From an optimization exercise on the open Yosys and OpenROAD flow, aimed at small area, a short achievable clock period and few clock cycles; shortcuts taken in it are not production practice.
Where RTL was checked, it was by simulation tests only, not by an equivalence proof against the original.

==> inputs of v14 <==
==> flow/design.v <==
module shiftregbit(clk,reset,b,valid,out);
   input logic clk;
   input logic reset;
   input logic b;
   input logic valid;
   parameter W = 32;
   output logic [W-1:0] out;
   always_ff@(posedge clk)
     begin
	if(reset)
	  out <= 'd0;
	else if(valid)
	  out <= {out[W-2:0], b};
     end
endmodule
module divider(clk,
	       reset,
	       srcA,
	       srcB,
	       rob_ptr_in,
	       prf_ptr_in,
	       is_signed_div,
	       is_rem,
	       start_div,
	       y,
	       rob_ptr_out,
	       prf_ptr_out,
	       ready,
	       complete
	       );
   input logic clk;
   input logic reset;
   input logic [31:0] srcA;
   input logic [31:0] srcB;
   input logic [5-1:0] rob_ptr_in;
   input logic [6-1:0] prf_ptr_in;
   input logic 	      is_signed_div;
   input logic 	      is_rem;
   input logic 	      start_div;
   output logic [63:0] y;
   output logic [5-1:0] rob_ptr_out;
   output logic [6-1:0] prf_ptr_out;
   output logic        ready;
   output logic        complete;
   localparam logic [2:0] IDLE = 3'd0,
			  N1   = 3'd1,
			  N2   = 3'd2,
			  ITER = 3'd3,
			  FIX  = 3'd4,
			  DONE = 3'd5;
   logic [2:0] r_state, n_state;
   logic [31:0] r_R, n_R;    
   logic [32:0] r_D, n_D;    
   logic [31:0] r_Q, n_Q;    
   logic [4:0] 	r_cnt, n_cnt;  
   logic 	r_triv, n_triv;  
   logic 	r_bz, n_bz;      
   logic 	r_sa, n_sa, r_sb, n_sb, r_is_rem, n_is_rem;
   logic [5-1:0] r_rob_ptr, n_rob_ptr;
   logic [6-1:0] r_prf_ptr, n_prf_ptr;
   function automatic [5:0] lzc32(input [31:0] x);
      logic [15:0] z1; logic [15:0] c1;
      logic [7:0]  z2; logic [15:0] c2;
      logic [3:0]  z3; logic [11:0] c3;
      logic [1:0]  z4; logic [7:0]  c4;
      logic [4:0]  c5;
      integer i;
      begin
	 for (i = 0; i < 16; i = i + 1)
	   begin
	      z1[i] = !(x[2*i+1] | x[2*i]);
	      c1[i] = !x[2*i+1];
	   end
	 for (i = 0; i < 8; i = i + 1)
	   begin
	      z2[i] = z1[2*i+1] & z1[2*i];
	      c2[2*i +: 2] = z1[2*i+1] ? {1'b1, c1[2*i]} : {1'b0, c1[2*i+1]};
	   end
	 for (i = 0; i < 4; i = i + 1)
	   begin
	      z3[i] = z2[2*i+1] & z2[2*i];
	      c3[3*i +: 3] = z2[2*i+1] ? {1'b1, c2[4*i +: 2]} : {1'b0, c2[4*i+2 +: 2]};
	   end
	 for (i = 0; i < 2; i = i + 1)
	   begin
	      z4[i] = z3[2*i+1] & z3[2*i];
	      c4[4*i +: 4] = z3[2*i+1] ? {1'b1, c3[6*i +: 3]} : {1'b0, c3[6*i+3 +: 3]};
	   end
	 c5 = z4[1] ? {1'b1, c4[3:0]} : {1'b0, c4[7:4]};
	 lzc32 = (z4[1] & z4[0]) ? 6'd32 : {1'b0, c5};
      end
   endfunction
   function automatic [31:0] neg32(input [31:0] x, input c);
      logic [31:0] p;
      integer l, i;
      begin
	 p = x;
	 for (l = 0; l < 5; l = l + 1)
	   for (i = 0; i < 32; i = i + 1)
	     if (i[l])
	       p[i] = p[i] | p[((i >> (l+1)) << (l+1)) + (1 << l) - 1];
	 neg32 = x ^ ({p[30:0], 1'b0} & {32{c}});
      end
   endfunction
   function automatic [32:0] shl33(input [32:0] x, input [4:0] n, input f);
      integer l;
      begin
	 for (l = 0; l < 5; l = l + 1)
	   if (n[l])
	     x = (x << (1 << l)) | ~({33{1'b1}} << (1 << l)) & {33{f}};
	 shl33 = x;
      end
   endfunction
   logic 	idle, accept, negq;
   logic 	t_sa, t_sb;
   logic [6:0] 	t_k;
   logic [34:0] t_sum;
   logic 	t_n1;
   logic [31:0] t_neg;
   logic [33:0] t_diff;
   logic 	t_ge;
   always_ff@(posedge clk)
     begin
	if(reset)
	  r_state <= IDLE;
	else
	  r_state <= n_state;
	r_R <= n_R;
	r_D <= n_D;
	r_Q <= n_Q;
	r_cnt <= n_cnt;
	r_triv <= n_triv;
	r_bz <= n_bz;
	r_sa <= n_sa;
	r_sb <= n_sb;
	r_is_rem <= n_is_rem;
	r_rob_ptr <= n_rob_ptr;
	r_prf_ptr <= n_prf_ptr;
     end
   assign t_n1 = (r_state == N1) & r_sa;
   assign t_neg = neg32(r_R ^ {32{t_n1}}, t_n1 | (r_state == N2) | (r_state == FIX));
   always_comb
     begin
	negq = r_sa ^ r_sb;
	complete = (r_state == DONE) | ((r_state == N2) & r_triv & !r_sa);
	idle = (r_state == IDLE) | complete;
	ready = idle & !start_div;
	accept = idle & start_div;
	y = {r_R, r_is_rem ? r_R : r_Q};
	rob_ptr_out = r_rob_ptr;
	prf_ptr_out = r_prf_ptr;
	t_sa = is_signed_div & srcA[31];
	t_sb = is_signed_div & srcB[31];
	t_k = {1'b0, lzc32(r_D[31:0])} - {1'b0, lzc32(r_sa ? {r_R[30:0], 1'b1} : r_R)};
	t_sum = {2'd0, r_R, 1'b1} + {1'b1, ~r_D, !r_sb};
	t_diff = t_sum[34:1];
	t_ge = !t_diff[33];
	n_state = r_state;
	n_R = r_R;
	n_D = r_D;
	n_Q = r_Q;
	n_cnt = r_cnt;
	n_triv = r_triv;
	n_bz = r_bz;
	n_sa = r_sa;
	n_sb = r_sb;
	n_is_rem = r_is_rem;
	n_rob_ptr = r_rob_ptr;
	n_prf_ptr = r_prf_ptr;
	case (r_state)
	  N1:
	    begin
	       n_R = t_neg;
	       n_cnt = t_k[5] ? 5'd31 : t_k[4:0];
	       n_triv = r_bz | t_k[6];
	       n_Q = r_bz ? {{31{!r_sa}}, 1'b1} : 32'd0;
	       n_state = N2;
	    end
	  N2:
	    begin
	       if (r_triv)
		 begin
		    n_R = t_neg;
		    n_state = r_sa ? DONE : IDLE;
		 end
	       else
		 begin
		    n_D = shl33(r_D, r_cnt, r_sb);
		    if (!t_ge)
		      n_state = r_sa ? FIX : DONE;
		    else
		      begin
			 n_Q = {32{negq}};
			 if (negq)
			   n_R = t_diff[31:0];
			 n_state = ITER;
		      end
		 end
	    end
	  ITER:
	    begin
	       if (t_ge)
		 n_R = t_diff[31:0];
	       n_Q = {r_Q[30:0], t_ge ^ negq};
	       n_D = r_D >> 1;
	       n_cnt = r_cnt - 5'd1;
	       if (r_cnt == 5'd0)
		 n_state = r_sa ? FIX : DONE;
	    end
	  FIX:
	    begin
	       n_R = t_neg;
	       n_state = DONE;
	    end
	  DONE:
	    n_state = IDLE;
	  default:
	    begin
	    end
	endcase
	if (accept)
	  begin
	     n_state = N1;
	     n_R = srcA ^ {32{t_sa}};
	     n_D = {1'd0, srcB ^ {32{t_sb}}};
	     n_bz = (srcB == 32'd0);
	     n_sa = t_sa;
	     n_sb = t_sb;
	     n_is_rem = is_rem;
	     n_rob_ptr = rob_ptr_in;
	     n_prf_ptr = prf_ptr_in;
	  end
     end
endmodule
==> flow/run.sh <==
#!/bin/bash
# synth_recipe.tcl (not shown) runs the flow's synth.tcl, then flattens the netlist and writes it again
# the make line also repeats each setting of config.mk as NAME=value (left out here)
make -C /OpenROAD-flow-scripts/flow DESIGN_CONFIG=/design/flow/config.mk WORK_HOME=/design/flow/orfs CLKGATE_MAP_FILE= SYNTH_SCRIPT=/design/flow/synth_recipe.tcl finish
==> flow/config.mk <==
export PLATFORM = sky130hd
export DESIGN_NAME = divider
export DESIGN_NICKNAME = divider
export VERILOG_FILES = /design/flow/design.v
export SDC_FILE = /design/flow/constraint.sdc
export NUM_CORES = 4
export LEC_CHECK = 0
export CAP_MARGIN = 20
export CORE_MARGIN = 2
export CORE_UTILIZATION = 40
export SETUP_SLACK_MARGIN = 3.0
export SLEW_MARGIN = 20
==> flow/constraint.sdc <==
create_clock -name core_clock -period 6.0 [get_ports {clk}]
set_input_delay 1.2000 -clock core_clock [delete_from_list [all_inputs] [get_ports {clk}]]
set_output_delay 1.2000 -clock core_clock [all_outputs]
set_load 0.01 [all_outputs]
==> v25 (differences from v14) <==
==> flow/design.v, changed modules only <==
module divider(clk,
	       reset,
	       srcA,
	       srcB,
	       rob_ptr_in,
	       prf_ptr_in,
	       is_signed_div,
	       is_rem,
	       start_div,
	       y,
	       rob_ptr_out,
	       prf_ptr_out,
	       ready,
	       complete
	       );
   input logic clk;
   input logic reset;
   input logic [31:0] srcA;
   input logic [31:0] srcB;
   input logic [5-1:0] rob_ptr_in;
   input logic [6-1:0] prf_ptr_in;
   input logic 	      is_signed_div;
   input logic 	      is_rem;
   input logic 	      start_div;
   output logic [63:0] y;
   output logic [5-1:0] rob_ptr_out;
   output logic [6-1:0] prf_ptr_out;
   output logic        ready;
   output logic        complete;
   localparam logic [2:0] IDLE = 3'd0,
			  N1   = 3'd1,
			  N2   = 3'd2,
			  ITER = 3'd3,
			  FIX  = 3'd4,
			  DONE = 3'd5;
   logic [2:0] r_state, n_state;
   logic [31:0] r_R, n_R;    
   logic [31:0] r_D, n_D;    
   logic [31:0] r_Q, n_Q;    
   logic [4:0] 	r_cnt, n_cnt;  
   logic 	r_triv, n_triv;  
   logic 	r_bz, n_bz;      
   logic 	r_sa, n_sa, r_sb, n_sb, r_is_rem, n_is_rem;
   logic [5-1:0] r_rob_ptr, n_rob_ptr;
   logic [6-1:0] r_prf_ptr, n_prf_ptr;
   function automatic [5:0] lzc32(input [31:0] x);
      logic [15:0] z1; logic [15:0] c1;
      logic [7:0]  z2; logic [15:0] c2;
      logic [3:0]  z3; logic [11:0] c3;
      logic [1:0]  z4; logic [7:0]  c4;
      logic [4:0]  c5;
      integer i;
      begin
	 for (i = 0; i < 16; i = i + 1)
	   begin
	      z1[i] = !(x[2*i+1] | x[2*i]);
	      c1[i] = !x[2*i+1];
	   end
	 for (i = 0; i < 8; i = i + 1)
	   begin
	      z2[i] = z1[2*i+1] & z1[2*i];
	      c2[2*i +: 2] = z1[2*i+1] ? {1'b1, c1[2*i]} : {1'b0, c1[2*i+1]};
	   end
	 for (i = 0; i < 4; i = i + 1)
	   begin
	      z3[i] = z2[2*i+1] & z2[2*i];
	      c3[3*i +: 3] = z2[2*i+1] ? {1'b1, c2[4*i +: 2]} : {1'b0, c2[4*i+2 +: 2]};
	   end
	 for (i = 0; i < 2; i = i + 1)
	   begin
	      z4[i] = z3[2*i+1] & z3[2*i];
	      c4[4*i +: 4] = z3[2*i+1] ? {1'b1, c3[6*i +: 3]} : {1'b0, c3[6*i+3 +: 3]};
	   end
	 c5 = z4[1] ? {1'b1, c4[3:0]} : {1'b0, c4[7:4]};
	 lzc32 = (z4[1] & z4[0]) ? 6'd32 : {1'b0, c5};
      end
   endfunction
   function automatic [31:0] neg32(input [31:0] x, input c);
      logic [31:0] p;
      integer l, i;
      begin
	 p = x;
	 for (l = 0; l < 5; l = l + 1)
	   for (i = 0; i < 32; i = i + 1)
	     if (i[l])
	       p[i] = p[i] | p[((i >> (l+1)) << (l+1)) + (1 << l) - 1];
	 neg32 = x ^ ({p[30:0], 1'b0} & {32{c}});
      end
   endfunction
   logic 	idle, accept, negq;
   logic 	t_sa, t_sb;
   logic [5:0] 	t_k;
   logic [32:0] t_diff;
   logic 	t_ge;
   always_ff@(posedge clk)
     begin
	if(reset)
	  r_state <= IDLE;
	else
	  r_state <= n_state;
	r_R <= n_R;
	r_D <= n_D;
	r_Q <= n_Q;
	r_cnt <= n_cnt;
	r_triv <= n_triv;
	r_bz <= n_bz;
	r_sa <= n_sa;
	r_sb <= n_sb;
	r_is_rem <= n_is_rem;
	r_rob_ptr <= n_rob_ptr;
	r_prf_ptr <= n_prf_ptr;
     end
   always_comb
     begin
	negq = r_sa ^ r_sb;
	complete = (r_state == DONE) | ((r_state == N2) & r_triv & !r_sa);
	idle = (r_state == IDLE) | complete;
	ready = idle & !start_div;
	accept = idle & start_div;
	y = {r_R, r_is_rem ? r_R : r_Q};
	rob_ptr_out = r_rob_ptr;
	prf_ptr_out = r_prf_ptr;
	t_sa = is_signed_div & srcA[31];
	t_sb = is_signed_div & srcB[31];
	t_k = lzc32(r_D) - lzc32(r_R);
	t_diff = {1'b0, r_R} - {1'b0, r_D};
	t_ge = !t_diff[32];
	n_state = r_state;
	n_R = r_R;
	n_D = r_D;
	n_Q = r_Q;
	n_cnt = r_cnt;
	n_triv = r_triv;
	n_bz = r_bz;
	n_sa = r_sa;
	n_sb = r_sb;
	n_is_rem = r_is_rem;
	n_rob_ptr = r_rob_ptr;
	n_prf_ptr = r_prf_ptr;
	case (r_state)
	  N1:
	    begin
	       n_cnt = t_k[4:0];
	       n_triv = r_bz | !t_ge;
	       if (r_bz)
		 n_Q = {{31{!r_sa}}, 1'b1};
	       else if (!t_ge)
		 n_Q = 32'd0;
	       else
		 begin
		    n_Q = {32{negq}};
		    if (negq)
		      n_R = t_diff[31:0];
		 end
	       n_state = N2;
	    end
	  N2:
	    begin
	       if (r_triv)
		 begin
		    n_R = neg32(r_R, 1'b1);
		    n_state = r_sa ? DONE : IDLE;
		 end
	       else
		 begin
		    n_D = r_D << r_cnt;
		    n_state = ITER;
		 end
	    end
	  ITER:
	    begin
	       if (t_ge)
		 n_R = t_diff[31:0];
	       n_Q = {r_Q[30:0], t_ge ^ negq};
	       n_D = r_D >> 1;
	       n_cnt = r_cnt - 5'd1;
	       if (r_cnt == 5'd0)
		 n_state = r_sa ? FIX : DONE;
	    end
	  FIX:
	    begin
	       n_R = neg32(r_R, 1'b1);
	       n_state = DONE;
	    end
	  DONE:
	    n_state = IDLE;
	  default:
	    begin
	    end
	endcase
	if (accept)
	  begin
	     n_state = N1;
	     n_R = neg32(srcA, t_sa);
	     n_D = neg32(srcB, t_sb);
	     n_bz = (srcB == 32'd0);
	     n_sa = t_sa;
	     n_sb = t_sb;
	     n_is_rem = is_rem;
	     n_rob_ptr = rob_ptr_in;
	     n_prf_ptr = prf_ptr_in;
	  end
     end
endmodule
==> v36 (differences from v14) <==
==> flow/design.v, changed modules only <==
module divider(clk,
	       reset,
	       srcA,
	       srcB,
	       rob_ptr_in,
	       prf_ptr_in,
	       is_signed_div,
	       is_rem,
	       start_div,
	       y,
	       rob_ptr_out,
	       prf_ptr_out,
	       ready,
	       complete
	       );
   input logic clk;
   input logic reset;
   input logic [31:0] srcA;
   input logic [31:0] srcB;
   input logic [5-1:0] rob_ptr_in;
   input logic [6-1:0] prf_ptr_in;
   input logic 	      is_signed_div;
   input logic 	      is_rem;
   input logic 	      start_div;
   output logic [63:0] y;
   output logic [5-1:0] rob_ptr_out;
   output logic [6-1:0] prf_ptr_out;
   output logic        ready;
   output logic        complete;
   localparam logic [2:0] IDLE = 3'd0,
			  NORM = 3'd1,
			  ITER = 3'd2,
			  FIX  = 3'd3,
			  DONE = 3'd4;
   logic [2:0] r_state, n_state;
   logic [31:0] r_R, n_R;    
   logic [31:0] r_D, n_D;    
   logic [31:0] r_Q, n_Q;    
   logic [4:0] 	r_cnt, n_cnt;
   logic 	r_negq, n_negq, r_negr, n_negr, r_is_rem, n_is_rem;
   logic [5-1:0] r_rob_ptr, n_rob_ptr;
   logic [6-1:0] r_prf_ptr, n_prf_ptr;
   function automatic [5:0] lzc32(input [31:0] x);
      integer i;
      begin
	 lzc32 = 6'd32;
	 for (i = 0; i < 32; i = i + 1)
	   if (x[i]) lzc32 = 6'(31 - i);
      end
   endfunction
   logic 	accept;
   logic [5:0] 	t_la, t_lb, t_k;
   logic [32:0] t_diff;
   logic 	t_ge;
   always_ff@(posedge clk)
     begin
	if(reset)
	  r_state <= IDLE;
	else
	  r_state <= n_state;
	r_R <= n_R;
	r_D <= n_D;
	r_Q <= n_Q;
	r_cnt <= n_cnt;
	r_negq <= n_negq;
	r_negr <= n_negr;
	r_is_rem <= n_is_rem;
	r_rob_ptr <= n_rob_ptr;
	r_prf_ptr <= n_prf_ptr;
     end
   always_comb
     begin
	ready = ((r_state == IDLE) | (r_state == DONE)) & !start_div;
	accept = ((r_state == IDLE) | (r_state == DONE)) & start_div;
	complete = (r_state == DONE);
	y = {r_R, r_is_rem ? r_R : r_Q};
	rob_ptr_out = r_rob_ptr;
	prf_ptr_out = r_prf_ptr;
	t_la = lzc32(r_R);
	t_lb = lzc32(r_D);
	t_k = t_lb - t_la;
	t_diff = {1'b0, r_R} - {1'b0, r_D};
	t_ge = !t_diff[32];
	n_state = r_state;
	n_R = r_R;
	n_D = r_D;
	n_Q = r_Q;
	n_cnt = r_cnt;
	n_negq = r_negq;
	n_negr = r_negr;
	n_is_rem = r_is_rem;
	n_rob_ptr = r_rob_ptr;
	n_prf_ptr = r_prf_ptr;
	case (r_state)
	  NORM:
	    begin
	       n_cnt = t_k[4:0];
	       n_D = r_D << t_k[4:0];
	       if (r_D == 32'd0)
		 begin
		    n_Q = 32'hffffffff;
		    n_state = (r_negr | (r_negq & !r_is_rem)) ? FIX : DONE;
		 end
	       else if (t_k[5])
		 begin
		    n_Q = 32'd0;
		    n_state = (r_negr | (r_negq & !r_is_rem)) ? FIX : DONE;
		 end
	       else
		 begin
		    n_Q = 32'd0;
		    n_state = ITER;
		 end
	    end
	  ITER:
	    begin
	       if (t_ge)
		 n_R = t_diff[31:0];
	       n_Q = {r_Q[30:0], t_ge};
	       n_D = r_D >> 1;
	       n_cnt = r_cnt - 5'd1;
	       if (r_cnt == 5'd0)
		 n_state = (r_negr | (r_negq & !r_is_rem)) ? FIX : DONE;
	    end
	  FIX:
	    begin
	       if (r_negr)
		 n_R = (~r_R) + 32'd1;
	       if (r_negq)
		 n_Q = (~r_Q) + 32'd1;
	       n_state = DONE;
	    end
	  DONE:
	    n_state = IDLE;
	  default:
	    begin
	    end
	endcase
	if (accept)
	  begin
	     n_state = NORM;
	     n_R = (is_signed_div & srcA[31]) ? ((~srcA) + 32'd1) : srcA;
	     n_D = (is_signed_div & srcB[31]) ? ((~srcB) + 32'd1) : srcB;
	     n_negq = is_signed_div & (srcA[31] ^ srcB[31]);
	     n_negr = is_signed_div & srcA[31];
	     n_is_rem = is_rem;
	     n_rob_ptr = rob_ptr_in;
	     n_prf_ptr = prf_ptr_in;
	  end
     end
endmodule
- SETUP_SLACK_MARGIN: 3.0 -> not set
==> flow_metrics.env <==
export IMPL_outcome="no timing/DRC/antenna violations"
export IMPL_synth_seq_area_share_pct=28.9
export IMPL_syn_cell_area_um2=12100
export IMPL_wl_met2_um=19400
export IMPL_synthMuxAreaShare_pct=9.40
export IMPL_final_area_um2=14700
export IMPL_cp_num_buf_inv=1
export IMPL_die_h_um=178
export IMPL_avgSynthCellArea_um2=8.33
export IMPL_placedCellCount=1943
the above is filed under v36

==> flow_metrics.env <==
export IMPL_synth_nets=1417
export IMPL_cp_num_buf_inv=1
export IMPL_area_share_nonclk_buffers_pct=18.4
export IMPL_synth_edff_count=117
export IMPL_syn_cell_area_um2=11400
export IMPL_cp_common_cell="or4_4"
export IMPL_avgSynthCellArea_um2=8.82
export IMPL_wl_met2_um=19000
export IMPL_placedCellCount=1763
export IMPL_die_h_um=173
export IMPL_outcome="no timing/DRC/antenna violations"
export IMPL_final_area_um2=15900
export IMPL_ys_ff_latch=120
the above is filed under v25

==> flow_metrics.env <==
export IMPL_outcome="no timing/DRC/antenna violations"
export IMPL_syn_cell_area_um2=12400
export IMPL_wl_met2_um=22400
export IMPL_setup_violations=0
export IMPL_avgSynthCellArea_um2=8.12
export IMPL_synth_top_cell_area_share_pct=28.3
export IMPL_cp_num_buf_inv=2
export IMPL_final_area_um2=17100
export IMPL_synth_seq_area_share_pct=29.0
export IMPL_die_h_um=180
export IMPL_placedCellCount=1958
the above is filed under v14

Testbench counts of v25, summed over its fixed seeds: cycles 20,765.
Only the layout flow was run in v14 and v36; the RTL was not checked for function there.

==> afterwards: timing with drivers on the ports <==
The results above use ideal ports. As a check the final layouts listed here were re-extracted and re-timed, cells and wires unchanged. Step 1 assumes that a clkbuf_16 drives the clock port and a buf_2 every other input. Step 2 moves the port delays by t, midway between the first and last clock arrival at a register: inputs arrive t later, outputs are due t later. That takes back most of the time a late clock gives input paths. a / b / c = no drivers / after step 1 / after step 2; a / b = the first two.
| run | shift t [ns] | setup WS [ns] | worst data-port slew with drivers (ns) | cell pins on the clock port's net |
|---|---|---|---|---|
| v14 | 0.497 | 2.525 / 2.525 / 2.525 | 0.05 | 1 |
| v25 | 0.480 | 2.271 / 2.284 / 1.804 | 0.05 | 1 |
| v36 | 0.474 | 0.450 / 0.450 / 0.450 | 0.05 | 1 |
After both steps setup and hold are still met in every run listed. The setup slack of v25, which loses most, moves by +0.013 ns with the drivers and by -0.467 ns with both steps.
